Background: an optimization exercise with open tools, aiming at small area. Do not read the settings as production practice.
The RTL was checked by simulation tests, not by an equivalence proof against the original design.
Power is estimated from default activity; no workload was simulated.

[flow/design.v]
module decode (input [4:0] a, output [31:0] y);
    assign y = 32'd1 << a;
endmodule
module aoi22 (input a1, a2, b1, b2, output y);
    assign y = ~((a1 & a2) | (b1 & b2));
endmodule
module aoi222 (input a1, a2, b1, b2, c1, c2, output y);
    assign y = ~((a1 & a2) | (b1 & b2) | (c1 & c2));
endmodule
module nand4m (input a, b, c, d, output y);
    assign y = ~(a & b & c & d);
endmodule
module nand3m (input a, b, c, output y);
    assign y = ~(a & b & c);
endmodule
module fin2 (input t8, t9, a1, a2, b1, b2, output y);
    assign y = ~(t8 & t9) | (a1 & a2) | (b1 & b2);
endmodule
module or3m (input a, b, c, output y);
    assign y = a | b | c;
endmodule
module rbit (input [31:0] s, input [31:0] d, output y);
    wire [9:0] t;
    wire [2:0] n;
    genvar g;
    generate for (g = 0; g < 10; g = g + 1) begin : a
        aoi222 u (s[3*g], d[3*g], s[3*g+1], d[3*g+1], s[3*g+2], d[3*g+2], t[g]);
    end endgenerate
    nand4m n0 (t[0], t[1], t[2], t[3], n[0]);
    nand4m n1 (t[4], t[5], t[6], t[7], n[1]);
    fin2 n2 (t[8], t[9], s[30], d[30], s[31], d[31], n[2]);
    or3m o (n[0], n[1], n[2], y);
endmodule
module stbit (input sa, a, sb, b, h, q, output d);
    assign d = ~((sa & a) | (sb & b) | (h & q));
endmodule
module fa (input a, b, ci, output s, co);
    assign s = a ^ b ^ ci;
    assign co = (a & b) | (ci & (a ^ b));
endmodule
module ha (input a, b, output s, co);
    assign s = a ^ b;
    assign co = a & b;
endmodule
module incseg #(parameter N = 11) (input [N-1:0] a, input [N-1:0] b, input ci, output [N-1:0] s, output co);
    wire [N:0] h;
    wire [N-1:0] s0;
    wire [N:0] p;
    ha u0 (a[0], b[0], s0[0], h[1]);
    genvar g;
    generate for (g = 1; g < N; g = g + 1) begin : r
        fa u (a[g], b[g], h[g], s0[g], h[g+1]);
    end endgenerate
    assign p[0] = 1'b1;
    generate for (g = 0; g < N; g = g + 1) begin : inc
        assign p[g+1] = p[g] & s0[g];
        assign s[g] = s0[g] ^ (ci & p[g]);
    end endgenerate
    assign co = h[N] | (ci & p[N]);
endmodule
module add32 (input [31:0] a, input [31:0] b, input ci, output [31:0] s, output co);
    wire [11:0] c;
    wire c22;
    assign c[0] = ci;
    genvar g;
    generate for (g = 0; g < 11; g = g + 1) begin : lo
        fa u (a[g], b[g], c[g], s[g], c[g+1]);
    end endgenerate
    incseg #(11) m1 (a[21:11], b[21:11], c[11], s[21:11], c22);
    incseg #(10) m2 (a[31:22], b[31:22], c22, s[31:22], co);
endmodule
module shr32 (input [31:0] a, input [4:0] n, output [31:0] y);
    assign y = a >> n;
endmodule
module CPU (input clk, input rst, input [31:0] instr, output reg [4:0] pc, output reg [31:0] out);
    reg [1023:0] m;
    reg ph;
    wire nph = ~ph & ~rst;   
    wire [5:0]  op   = instr[31:26];
    wire [5:0]  func = instr[5:0];
    wire [4:0]  rs   = instr[25:21];
    wire [4:0]  rt   = instr[20:16];
    wire [15:0] imm  = instr[15:0];
    wire        is_r = (op == 6'd0);
    wire [4:0]  rd   = is_r ? instr[15:11] : rt;
    wire r_add = (func == 6'd1) | (func == 6'd3);
    wire r_sub = (func == 6'd2) | (func == 6'd4);
    wire r_and = (func == 6'd5);
    wire r_or  = (func == 6'd6);
    wire r_slt = (func == 6'd9);
    wire r_ok  = r_add | r_sub | r_and | r_or | r_slt;
    wire i_add = (op == 6'd2) | (op == 6'd3);
    wire i_and = (op == 6'd4);
    wire i_or  = (op == 6'd5);
    wire i_sll = (op == 6'd6);
    wire i_srl = (op == 6'd7);
    wire i_sw  = (op == 6'd8);
    wire i_lw  = (op == 6'd9);
    wire i_br  = (op[5:4] == 2'b00) & (op[3:1] == 3'b101 || op[3:2] == 2'b11);  
    wire i_slt = (op == 6'd16);
    wire i_j   = (op == 6'd1);
    wire [4:0] pb = (is_r & ~r_ok) ? instr[15:11] : rt;
    wire [31:0] sel_a, sel_b, sel_rd, sel_c;
    decode da (rs, sel_a);
    decode db (pb, sel_b);
    decode dd (rd, sel_rd);
    wire [31:0] op1_s, rb_s, mval_s;   
    wire [31:0] op1 = op1_s ^ {32{ph}};
    wire [31:0] rb = rb_s ^ {32{ph}};
    wire [31:0] mval = mval_s ^ {32{ph}};
    genvar b, k, i;
    generate
        for (b = 0; b < 32; b = b + 1) begin : rp
            wire [31:0] d;
            for (k = 0; k < 32; k = k + 1) begin : c
                assign d[k] = m[32*k + b];
            end
            rbit ua (sel_a, d, op1_s[b]);
            rbit ub (sel_b, d, rb_s[b]);
            rbit uc (sel_c, d, mval_s[b]);
        end
    endgenerate
    wire use_imm = i_add | i_and | i_or | i_sw | i_lw | i_slt;
    wire [31:0] x = use_imm ? {16'd0, imm} : rb;
    wire sub = (is_r & (r_sub | r_slt)) | i_slt | i_br;
    wire [31:0] sum;
    wire co;
    add32 ad (op1, x ^ {32{sub}}, sub, sum, co);
    wire lt = ~co;                   
    wire eq = (sum == 32'd0);        
    wire m_in = (sum[31:5] == 27'd0);
    decode dc (sum[4:0], sel_c);
    wire [31:0] op1_r, sh, sh_r;
    generate for (k = 0; k < 32; k = k + 1) begin : rv
        assign op1_r[k] = op1[31-k];
        assign sh_r[k] = sh[31-k];
    end endgenerate
    shr32 sr (i_sll ? op1_r : op1, imm[4:0], sh);
    wire sh_ok = (imm[15:5] == 11'd0);
    wire s_sum = (is_r & (r_add | r_sub)) | i_add;
    wire s_and = (is_r & r_and) | i_and;
    wire s_or  = (is_r & r_or) | i_or;
    wire s_slt = (is_r & r_slt) | i_slt;
    wire s_mem = (i_sw | i_lw) & m_in;
    wire s_cur = ~(s_sum | s_and | s_or | s_slt | i_sw | i_lw | i_sll | i_srl);
    wire [31:0] ans = ({32{s_sum}} & sum)
                    | ({32{s_and}} & (op1 & x))
                    | ({32{s_or}}  & (op1 | x))
                    | ({32{s_cur}} & x)
                    | {31'd0, s_slt & lt}
                    | ({32{i_sll & sh_ok}} & sh_r)
                    | ({32{i_srl & sh_ok}} & sh)
                    | ({32{s_mem}} & mval);
    wire [4:0] pc1 = pc + 5'd1;
    reg take;
    always @(*) begin
        case (op[2:0])
            3'd2: take = lt;           
            3'd3: take = ~eq;          
            3'd4: take = eq;           
            3'd5: take = ~lt & ~eq;    
            3'd6: take = ~lt;          
            default: take = lt | eq;   
        endcase
    end
    wire op1_lo = (op1[31:2] == 30'd0);
    wire j1 = op1_lo & (op1[1:0] == 2'd1);
    wire j2 = op1_lo & (op1[1:0] == 2'd2);
    wire j3 = op1_lo & (op1[1:0] == 2'd3);
    wire stay = (op > 6'd16) | (i_j & ~(j1 | j2 | j3));
    wire to_imm = (i_br & take) | (i_j & (j1 | j2));
    wire [4:0] next_pc = stay ? pc : to_imm ? imm[4:0] : (i_j & j3) ? (m[32*22 +: 5] ^ {5{ph}}) : pc1;
    wire [31:0] s_a = sel_rd | {32{rst}};
    wire [31:0] s_b = sel_c & {32{i_sw & m_in & ~rst}};
    wire s_j = i_j & j2 & ~rst & ~sel_rd[21];
    wire [31:0] a_z = ans & {32{~rst}};
    wire [31:0] a_o = ans | {32{rst}};
    wire [31:0] bz = ~(a_z ^ {32{nph}});
    wire [31:0] bo = ~(a_o ^ {32{nph}});
    wire [5:0] pcn = {1'b0, pc} + 6'd1;
    function [31:0] init_val(input integer w);
        case (w)
            0: init_val = 32'd78;   1: init_val = 32'd456; 2: init_val = 32'd1;
            3: init_val = 32'd89;   4: init_val = 32'd13;  5: init_val = 32'd56;
            6: init_val = 32'd267;  7: init_val = 32'd102; 8: init_val = 32'd3;
            9: init_val = 32'd51;   11: init_val = 32'd9;  14: init_val = 32'd10;
            default: init_val = 32'd0;
        endcase
    endfunction
    generate
        for (i = 0; i < 32; i = i + 1) begin : w
            wire [31:0] av = (bz & ~init_val(i)) | (bo & init_val(i));
            wire hold = ~(s_a[i] | s_b[i] | (i == 21 ? s_j : 1'b0));
            wire [31:0] jv = {26'd0, pcn} ^ {32{nph}};
            wire [31:0] nx;
            for (k = 0; k < 32; k = k + 1) begin : bt
                stbit u (s_a[i], av[k], s_b[i], rb_s[k], hold, m[32*i + k], nx[k]);
            end
            always @(posedge clk)
                m[32*i +: 32] <= (i == 21 && s_j) ? jv : nx;
        end
    endgenerate
    always @(posedge clk) begin
        pc <= rst ? 5'd0 : next_pc;
        out <= a_z;
        ph <= nph;
    end
endmodule
[flow/flow/run.sh]
#!/bin/bash
# The standard ORFS layout (standard.sh), with these changes passed to ORFS as variables:
#  - clock tree synthesis without dummy loads, with clkbuf_4 buffers and clusters of at most 8 sinks
#  - input/output port buffers of type buf_2
#  - timing-driven global placement that reweights nets (and repairs the design) at
#    overflows 97, 90, 80, 70 and 60 %, while the cells are still close together
# Every tool's output goes to make_finish.log here; ORFS's own per-step logs are under orfs/logs.
set -euo pipefail
export CTS_ARGS="-sink_clustering_enable -repair_clock_nets -dont_use_dummy_load -buf_list sky130_fd_sc_hd__clkbuf_4 -sink_clustering_size 8 -sink_clustering_max_diameter 50"
export GLOBAL_PLACEMENT_ARGS="-timing_driven_net_reweight_overflow {97 90 80 70 60}"
export BUFFER_PORTS_ARGS="-buffer_cell sky130_fd_sc_hd__buf_2"
bash standard.sh finish > make_finish.log 2>&1
[flow/standard.sh]
#!/bin/bash
# synth_recipe.tcl (not shown) runs the flow's synth.tcl, then flattens the netlist and writes it again
# the make line also repeats each setting of config.mk as NAME=value (left out here)
make -C /OpenROAD-flow-scripts/flow DESIGN_CONFIG=/design/flow/config.mk WORK_HOME=/design/flow/orfs CLKGATE_MAP_FILE= SYNTH_SCRIPT=/design/flow/synth_recipe.tcl "${@:-finish}"
[flow/config.mk]
export PLATFORM = sky130hd
export DESIGN_NAME = CPU
export DESIGN_NICKNAME = CPU
export VERILOG_FILES = /design/flow/design.v
export SDC_FILE = /design/flow/constraint.sdc
export NUM_CORES = 8
export LEC_CHECK = 0
export CAP_MARGIN = 20
export CELL_PAD_IN_SITES_DETAIL_PLACEMENT = 1
export CELL_PAD_IN_SITES_GLOBAL_PLACEMENT = 2
export CORE_MARGIN = 2
export CORE_UTILIZATION = 30
export SLEW_MARGIN = 15
export SYNTH_HIERARCHICAL = 1
export SYNTH_MINIMUM_KEEP_SIZE = 0
[flow/constraint.sdc]
create_clock -name core_clock -period 20.0 [get_ports {clk}]
set_input_delay 4.0000 -clock core_clock [delete_from_list [all_inputs] [get_ports {clk}]]
set_output_delay 4.0000 -clock core_clock [all_outputs]
set_load 0.01 [all_outputs]
==> results of run 1 <==
layout by cell type (no fill, tap or decap), types with 14 or more instances in the layout:
cell	synthesis	final
xnor2_1	96	96
nand4_1	203	203
buf_12	0	28
diode_2	0	20
mux2_2	65	65
nor3_1	27	25
and2_1	34	34
a221oi_1	17	14
o31ai_1	17	17
a211oi_1	16	14
or3_1	104	99
nor4_1	17	17
xor2_1	74	74
nand3_1	118	117
nand2b_1	20	19
dfxtp_1	1062	1061
o21ai_0	23	23
a22oi_1	100	100
fa_1	30	30
nor2_1	279	258
buf_4	4	276
or2_2	37	34
nand2_1	51	51
nor2_2	1	19
o21ai_1	27	27
buf_2	25	70
a21oi_1	17	17
clkbuf_4	0	171
inv_1	17	16
nand3b_1	18	18
a21o_1	26	26
a222oi_1	2010	2010
mux2i_1	80	56
power groups by stage:
stage / Clock [mW] / Sequential, mW / Combinational [mW]
after global placement: 0 / 2.99 / 4.90
final: 1.24 / 3.00 / 5.36
after detailed placement: 0 / 3.02 / 4.93
after global routing: 1.33 / 3.05 / 5.24
after CTS: 1.25 / 2.97 / 4.94
after floorplan: 0 / 2.90 / 2.38
Yosys stat by module, one instance, submodules excluded, excerpt:
module	flip-flops and latches	cells
nand4m	0	1
fin2	0	2
ha	0	1
or3m	0	1
decode	0	47
fa	0	1
CPU	1062	1882
stbit	0	1
aoi222	0	1
shr32	0	264
cell families (layout without fill, tap and decap cells):
logic type,count (synthesis),count (layout),synth area share (%)
AOI/OAI and AO/OA,2324,2324,41.7
other,0,20,0
xor gates and xnor gates,170,170,2.77
adders and majority gates,35,35,1.23
and+or+nand+nor,985,985,10.1
buffers and inverters,135,572,1.14
muxes,168,168,3.49
DFF,1062,1062,39.6
through the flow:
| step | utilization [%] | worst slack, ns | area [µm²] | hold WS (ns) | total power, mW |
|---|---|---|---|---|---|
| floorplan | - | 2.36 | 53700 | 0.479 | 5.28 |
| finish | 34.2 | 2.52 | 61000 | 0.519 | 9.60 |
| global route | 34.2 | 2.35 | 61000 | 0.535 | 9.62 |
| global placement | 33.2 | 1.49 | 59100 | 0.489 | 7.89 |
| CTS | 34.1 | 3.19 | 60800 | 0.516 | 9.15 |
| detailed placement | 33.4 | 1.79 | 59500 | 0.504 | 7.95 |
layout make-up:
cell class                      instances  area [µm²]  area share (%)
Antenna cell                           20        50.0          0.0820
Clock buffer                          171        1280            2.10
Inverter                               17        63.8           0.105
Multi-Input combinational cell       3682       32200            52.8
Sequential cell                      1062       21300            34.9
Tap cell                             2355        2950            4.83
Timing Repair Buffer                  384        3190            5.23
state kept, by name (all words and copies together), names as in the netlist:
| register | cells |
|---|---|
| m | 1024 |
| out | 32 |
| pc | 5 |
| ph | 1 |
routing by layer:
layer / vias up / part of all wire [%]
li1: 25200 / -
met1: 34100 / 36
met2: 6532 / 39
met3: 1534 / 16
met4: 18 / 9.4
met5: - / 0.044
worst max-delay path: cells and delay by family:
family | cells | cell delay, ns
AOI/OAI and AO/OA | 3 | 1.01
adders and majority gates | 11 | 4.38
xor gates and xnor gates | 3 | 0.58
buffers and inverters | 4 | 1.51
and+or+nand+nor | 15 | 6.17
muxes | 2 | 0.75
worst paths after layout:
| check | start | to | slack (ns) | cells past startpoint |
|---|---|---|---|---|
| worst min register to register | m[139] | m[139] | 0.52 | 1 |
| worst max register to register | m[395] | m[473] | 7.96 | 30 |
| worst min-delay path | m[139] | m[139] | 0.52 | 1 |
| worst max-delay path | instr[27] | m[473] | 2.52 | 38 |
==> impl_metrics.json, run 1 <==
{
  "crit_top_cell": "fa_1",
  "hold_viol": 0,
  "netlist_top_cells_count": "2010 x a222oi_1, 1062 x dfxtp_1, 279 x nor2_1",
  "synth_top_area_cell": "dfxtp_1",
  "fin_nets": 5387,
  "finClkSkew_ns": 0.133,
  "die-width_um": 427,
  "rsz0062_at_grt": "no",
  "path_class": "input pin to flop",
  "root_buffer": "clkbuf_4",
  "gr-usage-met1_pct": 53.1,
  "cts_resized": 0,
  "die_y_um": 427,
  "met3_usage_pct": 17.2,
  "drcViolationCount": 0,
  "cts.sinks": 1062,
  "crit_fanout": 32,
  "synth.avg_cell_area_um2": 11.0,
  "die-area_mm2": 0.183,
  "power_frac_seq_pct": 31.2,
  "post-cts-setup-buffers": 0,
  "stdcell_count": 7691,
  "routed_via_density": 8.76,
  "synth_edf_count": 0,
  "synth_area_mm2": 0.0537,
  "p_sw_mw": 5.18,
  "synth-async-reset-ratio_pct": 0,
  "cts_max_level": 4,
  "max_stage_delay_ns": 1.03,
  "hold_path.class": "flop to flop",
  "synth-seq-cells": 1062,
  "grt_overflow": 0,
  "grt_max_degree": 68,
  "syn_to_final_growth_pct": 13.5,
  "synth.distinct_cells": 86,
  "status": "complete, no violations",
  "p_leak_nw": 20.2,
  "wl_um": 418000,
  "initial_core_util_pct": 30.2,
  "synth_top_flop_cell": "dfxtp_1",
  "grt_pass1_vias": 62200,
  "p_int_mw": 4.43,
  "drt.antenna.violating_nets": 0,
  "drtPass1Iterations": 22,
  "slowest_stage": "nor2_1",
  "synthCells": 4879,
  "pin_count": 71,
  "setup_viol": 0,
  "grt.total_usage_pct": 43.4,
  "synthTopCellsByArea": "dfxtp_1 40%, a222oi_1 37%, nand4_1 2.4%",
  "ys_seq_area_share_pct": 39.6,
  "grt_use_met2_pct": 60.3,
  "synth_nets": 4948,
  "busiest_layer": "met2",
  "synth_top_area_share_pct": 39.6,
  "vias": 67400,
  "final.period_utilization_pct": 87.4,
  "portBuffers": 70,
  "critPathCaptureType": "flop",
  "fin_crit_ns": 17.48,
  "placement_rows": 155,
  "tightest_slew_ns": 1.37,
  "maxCapViolations": 0,
  "power.density_mw_per_mm2": 157,
  "grt_pass1_wl_um": 552000,
  "gp_congestion": 1.01,
  "drive_gt1_share_pct": 14.2,
  "tns_ns": 0,
  "maxSlewViolCount": 0,
  "yosys_warnings": 7,
  "clk_pin_slew_ns": 0.09,
  "cts_tree": "done",
  "first_iter_violations": 21800,
  "yosysMostFrequentCell": "a222oi_1",
  "irDropWorstVdd_mv": 0.115,
  "design.core.area_mm2": 0.178,
  "relSlewSlack_pct": 8.06,
  "startpoint_type": "input pin",
  "routedWlPerCell_um": 54.4,
  "cp.required_ns": 21.10,
  "dp_cells": 7494,
  "power_frac_clock_pct": 13.0,
  "n_fill_cell": 19600,
  "clock_path_buffers": 3,
  "switching_share_pct": 53.9,
  "cts_inserted_buffers": 171,
  "clk_latency_ns": 1.39,
  "clock.fmax_mhz": 57.2,
  "hold_buffers": 0,
  "p_comb_share_pct": 55.8,
  "dp_hpwl_um": 252000,
  "antenna_found_initial": 32,
  "cp.arrival_ns": 18.58
}
==> run 2: changes to the inputs <==
--- a/flow/config.mk
+++ b/flow/config.mk
@@ -7,3 +7,3 @@
 export LEC_CHECK = 0
-export CAP_MARGIN = 20
+export CAP_MARGIN = 15
 export CELL_PAD_IN_SITES_DETAIL_PLACEMENT = 1
@@ -12,3 +12,3 @@
 export CORE_UTILIZATION = 30
-export SLEW_MARGIN = 15
+export SLEW_MARGIN = 10
 export SYNTH_HIERARCHICAL = 1
==> run 2 against run 1 <==
Sequential power barely moved; highest routed layer unchanged; largest cell class unchanged; still clean on timing, DRC and antenna; routed wire length fell by 0.33%; global-route usage fell by 0.098 points; sequential share of layout area rose by 0.14 points; design area fell by 0.40%; flip-flop and latch count did not move.
==> impl_metrics.json, run 2 <==
{
  "status": "complete, no violations",
  "clock_path_buffers": 3,
  "die-area_mm2": 0.183,
  "maxCapViolations": 0,
  "relSlewSlack_pct": 5.06,
  "cts_resized": 0,
  "pin_count": 71,
  "yosysMostFrequentCell": "a222oi_1",
  "drtPass1Iterations": 22,
  "synth-seq-cells": 1062,
  "die_y_um": 427,
  "cts_inserted_buffers": 170,
  "gr-usage-met1_pct": 53.5,
  "synth_edf_count": 0,
  "stdcell_count": 7677,
  "busiest_layer": "met2",
  "startpoint_type": "input pin",
  "final_cell_mix": "2010 x a222oi_1, 1061 x dfxtp_1, 274 x buf_4",
  "finClkSkew_ns": 0.139,
  "first_iter_violations": 22200,
  "ys_seq_area_share_pct": 39.6,
  "largestRegisters": "m: 1024 flops, out: 32 flops, pc: 5 flops",
  "synthTopCellsByArea": "dfxtp_1 40%, a222oi_1 37%, nand4_1 2.4%",
  "post-cts-setup-buffers": 0,
  "min_to": "m[804]",
  "dp_hpwl_um": 250000,
  "n_fill_cell": 19600,
  "path_buf_inv": 3,
  "crit_fanout": 32,
  "top_register": "m",
  "synth_area_mm2": 0.0537,
  "final.period_utilization_pct": 87.3,
  "clock.fmax_mhz": 57.3,
  "maxSlewViolCount": 0,
  "cts_tree": "done",
  "power.density_mw_per_mm2": 158,
  "grt_use_met2_pct": 60.0,
  "portBuffers": 70,
  "routedWlPerCell_um": 54.3,
  "cts.sinks": 1062,
  "reg2reg_to": "m[693]",
  "die-width_um": 427,
  "synthCells": 4879,
  "routed_via_density": 8.79,
  "tightest_slew_ns": 1.42,
  "hold_depth": 1,
  "crit_top_cell": "fa_1",
  "grt_max_degree": 68,
  "initial_core_util_pct": 30.2,
  "layout_commonest_cell": "a222oi_1",
  "grt_overflow": 0,
  "netlist_top_cells_count": "2010 x a222oi_1, 1062 x dfxtp_1, 279 x nor2_1",
  "r2r_slack_ns": 7.92,
  "met3_usage_pct": 16.4,
  "path_class": "input pin to flop",
  "synth_top_flop_cell": "dfxtp_1",
  "grt_pass1_vias": 61900,
  "drive_gt1_share_pct": 14.0,
  "cp.arrival_ns": 18.75,
  "root_buffer": "clkbuf_4",
  "setup_viol": 0,
  "synth_nets": 4948,
  "drt.antenna.violating_nets": 0,
  "fin_nets": 5374,
  "grt.total_usage_pct": 43.3,
  "dpl_worst_slack_ns": 1.76,
  "synth-async-reset-ratio_pct": 0,
  "synth_top_area_cell": "dfxtp_1",
  "syn_to_final_growth_pct": 13.0,
  "p_leak_nw": 20.1,
  "tns_ns": 0,
  "grt_pass1_wl_um": 550000,
  "design.core.area_mm2": 0.178,
  "critPathTopFamily": "simple AND/OR/NAND/NOR gates",
  "fin_crit_ns": 17.46,
  "antenna_found_initial": 36,
  "rsz0062_at_grt": "no",
  "largest_register_ffs": 1024,
  "hold_viol": 0,
  "slowest_stage": "a221oi_1",
  "placement_rows": 155,
  "worst_slack_ns": 2.54,
  "clk_pin_slew_ns": 0.10,
  "ff2ff_path_depth": 30,
  "vias": 67500,
  "wl_um": 417000,
  "worstHoldStart": "m[804]",
  "max_stage_delay_ns": 1.06,
  "drcViolationCount": 0,
  "cp.required_ns": 21.29,
  "clk_latency_ns": 1.39,
  "synth.avg_cell_area_um2": 11.0,
  "irDropWorstVdd_mv": 0.101,
  "synth.distinct_cells": 86,
  "cts_max_level": 4,
  "gp_congestion": 1.01,
  "hold_buffers": 0,
  "dp_cells": 7484,
  "synth_top_area_share_pct": 39.6,
  "hold_path.class": "flop to flop",
  "yosys_warnings": 7,
  "reg2reg_from": "m[395]",
  "critPathCaptureType": "flop"
}
## run 2: cell counts after synthesis
No cell type changed its count.
## run 2: logic make-up (layout without fill, tap and decap cells)
| family | after synthesis | count (layout) | synth area share [%] |
|---|---|---|---|
| AND/OR/NAND/NOR | 985 | 985 | 10.1 |
| other | 0 | 19 | 0 |
| buffers and inverters | 135 | 559 | 1.14 |
| XOR/XNOR | 170 | 170 | 2.77 |
| flip-flops | 1062 | 1062 | 39.6 |
| AO/OA/AOI/OAI | 2324 | 2324 | 41.7 |
| adder cells (fa/ha/maj) | 35 | 35 | 1.23 |
| multiplexers | 168 | 168 | 3.49 |
## run 2: cell type report
cell class,instances,area (µm²),share of cell area (%)
Multi-Input combinational cell,3682,32200,53.0
Clock buffer,170,1280,2.10
Sequential cell,1062,21300,35.0
Tap cell,2355,2950,4.85
Inverter,17,63.8,0.105
Timing Repair Buffer,372,2970,4.88
Antenna cell,19,47.5,0.0783
## run 2: layer usage
metal | part of all wire (%) | wire, µm
met2 | 39 | 165000
met4 | 9.3 | 38900
met1 | 36 | 150000
met3 | 15 | 63500
met5 | 0.048 | 201
## run 2: worst max-delay path by stage
stage / startpoint / to / cells after the start
after floorplan: instr[27] / m[672] / 41
after global placement: instr[27] / m[599] / 38
after detailed placement: instr[27] / m[693] / 38
after CTS: instr[27] / m[693] / 38
after global routing: instr[27] / m[693] / 38
final: instr[27] / m[693] / 38
## run 2: stage by stage
| stage | instance area [µm²] | power [mW] | hold WS (ns) | util (%) |
|---|---|---|---|---|
| 6_report | 60800 | 9.57 | 0.520 | 34.1 |
| 5_1_grt | 60700 | 9.58 | 0.535 | 34.1 |
| 4_1_cts | 60700 | 9.14 | 0.516 | 34.0 |
| 3_5_place_dp | 59400 | 7.94 | 0.504 | 33.3 |
| 3_3_place_gp | 59100 | 7.89 | 0.489 | 33.2 |
| 2_1_floorplan | 53700 | 5.28 | 0.479 | - |
## run 2: per-module statistics from Yosys (local to each module, per instance), excerpt
module	times used	area, µm²
fin2	96	12.5
shr32	1	1840
fa	30	20.0
nand4m	192	6.26
CPU	1	27100
or3m	96	6.26
ha	2	12.5
stbit	1024	10.0
## run 2: report_power, final
| group | internal [mW] | leakage, nW | total, mW | switching (mW) |
|---|---|---|---|---|
| sequential | 2.55 | 8.95 | 3.00 | 0.451 |
| clock | 0.387 | 0.782 | 1.24 | 0.856 |
| combinational | 1.48 | 10.4 | 5.33 | 3.85 |
| total | 4.42 | 20.1 | 9.57 | 5.15 |
==> run 3: changes to the inputs <==
--- a/flow/config.mk
+++ b/flow/config.mk
@@ -8,4 +8,4 @@
 export CAP_MARGIN = 15
-export CELL_PAD_IN_SITES_DETAIL_PLACEMENT = 1
-export CELL_PAD_IN_SITES_GLOBAL_PLACEMENT = 2
+export CELL_PAD_IN_SITES_DETAIL_PLACEMENT = 2
+export CELL_PAD_IN_SITES_GLOBAL_PLACEMENT = 0
 export CORE_MARGIN = 2
==> run 3 against run 2 <==
Combinational power barely moved; clock skew decreased by 0.0015 ns; critical path depth unchanged; utilization fell by 0.27 points; first-iteration DRC count rose by 8.3%; flip-flop and latch count did not move; synthesized cell count unchanged; power is essentially flat; clock-buffer cell count down 11; die area did not move; cell count is essentially flat.
==> impl_metrics.json, run 3 <==
{
  "status": "complete, no violations",
  "die-area_mm2": 0.183,
  "vias": 70100,
  "hold_path.class": "flop to flop",
  "grt_pass1_vias": 66000,
  "synth_area_mm2": 0.0537,
  "clk_latency_ns": 1.42,
  "grt.total_usage_pct": 40.8,
  "crit_top_cell": "fa_1",
  "layout_commonest_cell": "a222oi_1",
  "cts_tree": "done",
  "grt_pass1_wl_um": 535000,
  "drtPass1Iterations": 29,
  "wl_um": 394000,
  "worst_slack_ns": 1.81,
  "ff2ff_path_depth": 30,
  "power_frac_clock_pct": 12.5,
  "synth-seq-cells": 1062,
  "cp.required_ns": 21.24,
  "maxCapViolations": 0,
  "startpoint_type": "input pin",
  "cts_inserted_buffers": 159,
  "yosys_warnings": 7,
  "dpl_cell_area_mm2": 0.0588,
  "cts_resized": 0,
  "reg2reg_to": "m[701]",
  "hold_buffers": 0,
  "root_buffer": "clkbuf_4",
  "synth_top_area_cell": "dfxtp_1",
  "route.top_layer_used": "met5",
  "relSlewSlack_pct": 4.50,
  "slowest_stage": "a221oi_1",
  "ys_seq_area_share_pct": 39.6,
  "portBuffers": 70,
  "reg2reg_from": "m[107]",
  "tightest_slew_ns": 1.43,
  "maxSlewViolCount": 0,
  "max_stage_delay_ns": 1.15,
  "first_iter_violations": 24000,
  "synthCells": 4879,
  "worstHoldStart": "m[814]",
  "switching_share_pct": 54.5,
  "clock.fmax_mhz": 55.0,
  "routed_via_density": 9.13,
  "drcViolationCount": 0,
  "wl_met3_um": 67300,
  "top_register": "m",
  "final_cell_mix": "2010 x a222oi_1, 1061 x dfxtp_1, 265 x nor2_1",
  "cts.sinks": 1062,
  "cp.arrival_ns": 19.43,
  "largest_register_ffs": 1024,
  "die-width_um": 427,
  "synth_top_flop_cell": "dfxtp_1",
  "cts_max_level": 4,
  "synthTopCellsByArea": "dfxtp_1 40%, a222oi_1 37%, nand4_1 2.4%",
  "yosysMostFrequentCell": "a222oi_1",
  "design_area_mm2": 0.0603,
  "post-cts-setup-buffers": 0,
  "initial_core_util_pct": 30.2,
  "final.period_utilization_pct": 91.0,
  "fin_crit_ns": 18.19,
  "syn_to_final_growth_pct": 12.2,
  "finalPower_mw": 9.58,
  "setup_viol": 0,
  "tns_ns": 0,
  "p_leak_nw": 19.9,
  "drive_gt1_share_pct": 13.1,
  "crit_fanout": 32,
  "p_int_mw": 4.36,
  "synth_nets": 4948,
  "gp_congestion": 1.06,
  "placement_rows": 155,
  "fin_nets": 5342,
  "grt_max_degree": 82,
  "utilization_pct": 33.8,
  "power.density_mw_per_mm2": 159,
  "routedWlPerCell_um": 51.3,
  "synth-async-reset-ratio_pct": 0,
  "p_comb_share_pct": 55.9,
  "largestRegisters": "m: 1024 flops, out: 32 flops, pc: 5 flops",
  "critPathCaptureType": "flop",
  "dpl_worst_slack_ns": 1.17,
  "min_to": "m[814]",
  "r2r_slack_ns": 7.28,
  "grt_overflow": 0,
  "power_frac_seq_pct": 31.6,
  "synth_edf_count": 0,
  "clk_pin_slew_ns": 0.09,
  "clock_path_buffers": 3,
  "antenna_found_initial": 42,
  "synth.avg_cell_area_um2": 11.0,
  "path_class": "input pin to flop",
  "synth_top_area_share_pct": 39.6,
  "synth.distinct_cells": 86,
  "hold_viol": 0,
  "drt.antenna.violating_nets": 0,
  "pin_count": 71,
  "route.met2.wl_um": 152000,
  "finClkSkew_ns": 0.138,
  "irDropWorstVdd_mv": 0.0843,
  "hold_depth": 1,
  "die_y_um": 427,
  "netlist_top_cells_count": "2010 x a222oi_1, 1062 x dfxtp_1, 279 x nor2_1",
  "dp_hpwl_um": 232000,
  "rsz0062_at_grt": "no",
  "design.core.area_mm2": 0.178,
  "p_sw_mw": 5.22,
  "met1_length_um": 127000,
  "n_fill_cell": 19100
}
## run 3: logic make-up after synthesis
logic type	after synthesis	share of synthesized area, %
compound gates	2324	41.7
xor+xnor	170	2.77
fa+ha+maj	35	1.23
buf+inv	135	1.14
flops	1062	39.6
mux	168	3.49
simple gates	985	10.1
## run 3: worst max-delay path, delay by kind of cell
family | cells | cell delay [ns]
xor+xnor | 3 | 0.64
simple gates | 12 | 5.16
fa+ha+maj | 11 | 4.51
mux | 3 | 1.23
compound gates | 6 | 2.31
buf+inv | 3 | 1.38
## run 3: worst max path at each step
stage              start     end  slack (ns)
2_1_floorplan  instr[27]  m[672]        2.36
3_3_place_gp   instr[27]  m[395]        0.78
3_5_place_dp   instr[27]  m[701]        1.17
4_1_cts        instr[27]  m[701]        2.39
5_1_grt        instr[27]  m[701]        1.50
6_report       instr[27]  m[701]        1.81
## run 3: modules after synthesis, one instance, submodules excluded, a selection
module  flip-flops and latches  cell area, µm²
decode                       0             214
aoi222                       0            10.0
or3m                         0            6.26
CPU                       1062           27100
fin2                         0            12.5
shr32                        0            1840
## run 3: through the flow
stage | cells | hold slack, ns
global route | 7638 | 0.535
global placement | 7434 | 0.487
CTS | 7613 | 0.520
floorplan | 4879 | 0.479
detailed placement | 7454 | 0.507
finish | 7676 | 0.523
## run 3: per-layer routing
metal  vias up  track usage, %
met5         -            3.47
met1     34500            46.4
met2      7933            55.9
met3      2488            19.6
met4        30            36.5
li1      25200               -
## run 3: power groups by stage
stage | combinational, mW | sequential (mW) | clock (mW)
after floorplan | 2.38 | 2.90 | 0
after global placement | 4.61 | 2.98 | 0
after detailed placement | 4.71 | 3.04 | 0
after CTS | 4.72 | 2.99 | 1.17
after global routing | 5.13 | 3.07 | 1.27
final | 5.36 | 3.03 | 1.19
## run 3: final cells by class
type / instances / area [µm²] / area share [%]
antenna: 50 / 125 / 0.208
clock buffer: 159 / 1190 / 1.98
inverter: 17 / 63.8 / 0.106
multi-input combinational: 3682 / 32100 / 53.2
sequential: 1062 / 21300 / 35.3
tap: 2355 / 2950 / 4.89
timing repair buffer: 351 / 2620 / 4.35
==> run 4: changes to the inputs <==
--- a/flow/config.mk
+++ b/flow/config.mk
@@ -7,3 +7,3 @@
 export LEC_CHECK = 0
-export CAP_MARGIN = 15
+export CAP_MARGIN = 20
 export CELL_PAD_IN_SITES_DETAIL_PLACEMENT = 2
@@ -12,3 +12,3 @@
 export CORE_UTILIZATION = 30
-export SLEW_MARGIN = 10
+export SLEW_MARGIN = 15
 export SYNTH_HIERARCHICAL = 1
==> run 4 against run 3 <==
Combinational power hardly changed; worst hold slack better by 0.00053 ns; worst setup slack better by 0.036 ns; clock skew is 0.0072 ns higher; register-to-register slack worse by 0.08 ns; largest cell class unchanged; highest routed layer unchanged.
==> impl_metrics.json, run 4 <==
{
  "status": "complete, no violations",
  "hold_path.class": "flop to flop",
  "die-area_mm2": 0.183,
  "slowest_stage": "a221oi_1",
  "drcViolationCount": 0,
  "grt_max_degree": 82,
  "grt.total_usage_pct": 41.2,
  "dpl_worst_slack_ns": 1.30,
  "path_class": "input pin to flop",
  "grt_pass1_vias": 66200,
  "synth-seq-cells": 1062,
  "cp.arrival_ns": 19.28,
  "routed_via_density": 9.13,
  "clock_path_buffers": 3,
  "drtPass1Iterations": 22,
  "hold_viol": 0,
  "synth.distinct_cells": 86,
  "layout_commonest_cell": "a222oi_1",
  "ys_seq_area_share_pct": 39.6,
  "clock.fmax_mhz": 55.1,
  "cts_inserted_buffers": 161,
  "final.period_utilization_pct": 90.8,
  "synth-async-reset-ratio_pct": 0,
  "cts_max_level": 4,
  "largestRegisters": "m: 1024 flops, out: 32 flops, pc: 5 flops",
  "netlist_top_cells_count": "2010 x a222oi_1, 1062 x dfxtp_1, 279 x nor2_1",
  "setup_viol": 0,
  "clk_pin_slew_ns": 0.09,
  "vias": 70100,
  "dpl_cell_area_mm2": 0.0588,
  "power.density_mw_per_mm2": 159,
  "yosysMostFrequentCell": "a222oi_1",
  "die-width_um": 427,
  "crit_fanout": 32,
  "portBuffers": 70,
  "design_area_mm2": 0.0603,
  "cp.required_ns": 21.13,
  "drt.antenna.violating_nets": 0,
  "synthTopCellsByArea": "dfxtp_1 40%, a222oi_1 37%, nand4_1 2.4%",
  "grt_pass1_wl_um": 538000,
  "finClkSkew_ns": 0.145,
  "synth_top_area_share_pct": 39.6,
  "dp_hpwl_um": 233000,
  "stdcell_count": 7674,
  "cts.sinks": 1062,
  "synth_nets": 4948,
  "tightest_slew_ns": 1.47,
  "irDropWorstVdd_mv": 0.0864,
  "clk_latency_ns": 1.44,
  "die_y_um": 427,
  "drive_gt1_share_pct": 13.3,
  "worst_slack_ns": 1.84,
  "crit_top_cell": "fa_1",
  "critPathCaptureType": "flop",
  "top_register": "m",
  "p_leak_nw": 19.9,
  "synth_top_area_cell": "dfxtp_1",
  "gp_congestion": 1.06,
  "routedWlPerCell_um": 51.6,
  "synth_area_mm2": 0.0537,
  "max_stage_delay_ns": 1.05,
  "cts_resized": 0,
  "final_cell_mix": "2010 x a222oi_1, 1061 x dfxtp_1, 261 x nor2_1",
  "synth_top_flop_cell": "dfxtp_1",
  "startpoint_type": "input pin",
  "post-cts-setup-buffers": 0,
  "finalPower_mw": 9.61,
  "rsz0062_at_grt": "no",
  "first_iter_violations": 23500,
  "grt_overflow": 0,
  "dp_cells": 7455,
  "synth.avg_cell_area_um2": 11.0,
  "placement_rows": 155,
  "cts_tree": "done",
  "initial_core_util_pct": 30.2,
  "root_buffer": "clkbuf_4",
  "synth_edf_count": 0,
  "largest_register_ffs": 1024,
  "antenna_found_initial": 51,
  "maxSlewViolCount": 0,
  "wl_um": 396000,
  "tns_ns": 0,
  "pin_count": 71,
  "syn_to_final_growth_pct": 12.3,
  "hold_buffers": 0,
  "synthCells": 4879,
  "relSlewSlack_pct": 1.85,
  "fin_crit_ns": 18.16,
  "maxCapViolations": 0,
  "design.core.area_mm2": 0.178,
  "yosys_warnings": 7,
  "fin_nets": 5342
}
==> run 4: cell types whose count changed in the layout (fill, tap and decap cells not counted), moves of 2 or more <==
cell,previous run,this run
or2_2,37,33
buf_8,9,7
nor2_2,13,17
buf_12,4,6
buf_4,258,256
or2_4,0,4
clkbuf_4,159,161
diode_2,50,48
nor2_1,265,261
==> run 4: final cells by class <==
class	count	area (µm²)
antenna	48	120
clock buffer	161	1210
fill	19100	118000
inverter	17	63.8
multi-input combinational	3682	32100
sequential	1062	21300
tap	2355	2950
timing repair buffer	349	2640
==> run 4: path summary, 6_finish.rpt <==
path	cells past startpoint	slack, ns	endpoint	start
setup / recovery	40	1.84	m[338]	instr[27]
hold / removal	1	0.52	m[578]	m[578]
setup reg to reg	32	7.20	m[338]	m[288]
hold reg to reg	1	0.52	m[578]	m[578]
==> run 4: modules after synthesis (local to each module, per instance), excerpt <==
| module | times used | flip-flops and latches | cells inside | area [µm²] |
|---|---|---|---|---|
| or3m | 96 | 0 | 1 | 6.26 |
| decode | 4 | 0 | 47 | 214 |
| stbit | 1024 | 0 | 1 | 10.0 |
| aoi222 | 960 | 0 | 1 | 10.0 |
| CPU | 1 | 1062 | 1882 | 27100 |
| nand4m | 192 | 0 | 1 | 6.26 |
==> run 4: layer usage <==
layer | vias up | global-route usage, % | wire length, µm
met5 | - | 4.02 | 1080
met4 | 30 | 35.3 | 44500
met3 | 2394 | 21.5 | 69900
met2 | 7971 | 56.4 | 153000
met1 | 34500 | 46.3 | 127000
li1 | 25200 | - | -
==> run 4: cell families after synthesis <==
logic type      share of synthesized area (%)
compound gates                           41.7
flops                                    39.6
simple gates                             10.1
xor+xnor                                 2.77
mux                                      3.49
buf+inv                                  1.14
fa+ha+maj                                1.23
==> run 4: worst max-delay path, delay by kind of cell <==
kind | cells | cell delay, ns
buffers and inverters | 4 | 1.42
AO/OA/AOI/OAI | 5 | 1.88
adder cells (fa/ha/maj) | 11 | 4.61
AND/OR/NAND/NOR | 14 | 5.16
multiplexers | 3 | 1.50
XOR/XNOR | 3 | 0.62
==> run 4: report_power, final <==
part / switching (mW) / internal (mW)
clock network: 0.835 / 0.367
registers: 0.479 / 2.55
logic: 3.94 / 1.45
==> run 4: stage by stage <==
step                      util [%]  hold slack [ns]
after floorplan                  -            0.479
after global placement        32.8            0.487
after detailed placement      33.0            0.507
after CTS                     33.7            0.519
final                         33.9            0.523
after global routing          33.8            0.537

## afterwards: timing with drivers on the ports
Ports are ideal in the flow. The routed layouts listed here were re-timed in OpenROAD.
Step 1 sets driving cells, clkbuf_16 on the clock port and buf_2 on the other inputs (assumed; they add their load-dependent delay and slew).
Step 2 moves the port delays by t, midway between the first and last clock arrival at a register: inputs arrive t later, outputs are due t later. That takes back most of the time a late clock gives input paths.
a / b / c = no drivers / after step 1 / after step 2; a / b = the first two.
run | t, ns | slack for setup (ns) | worst setup path at the end | worst register clock-pin slew, ns
run 1 | 1.407 | 2.516 / 2.574 / 1.168 | input to register | 0.11 / 0.11
run 2 | 1.401 | 2.540 / 2.596 / 1.196 | input to register | 0.12 / 0.12
run 3 | 1.417 | 1.807 / 1.851 / 0.434 | input to register | 0.12 / 0.12
run 4 | 1.441 | 1.843 / 1.895 / 0.455 | input to register | 0.11 / 0.11
After both steps every run listed still meets setup and hold. For run 4, which loses most, drivers alone change the setup slack by +0.052 ns; drivers and shift together by -1.388 ns.
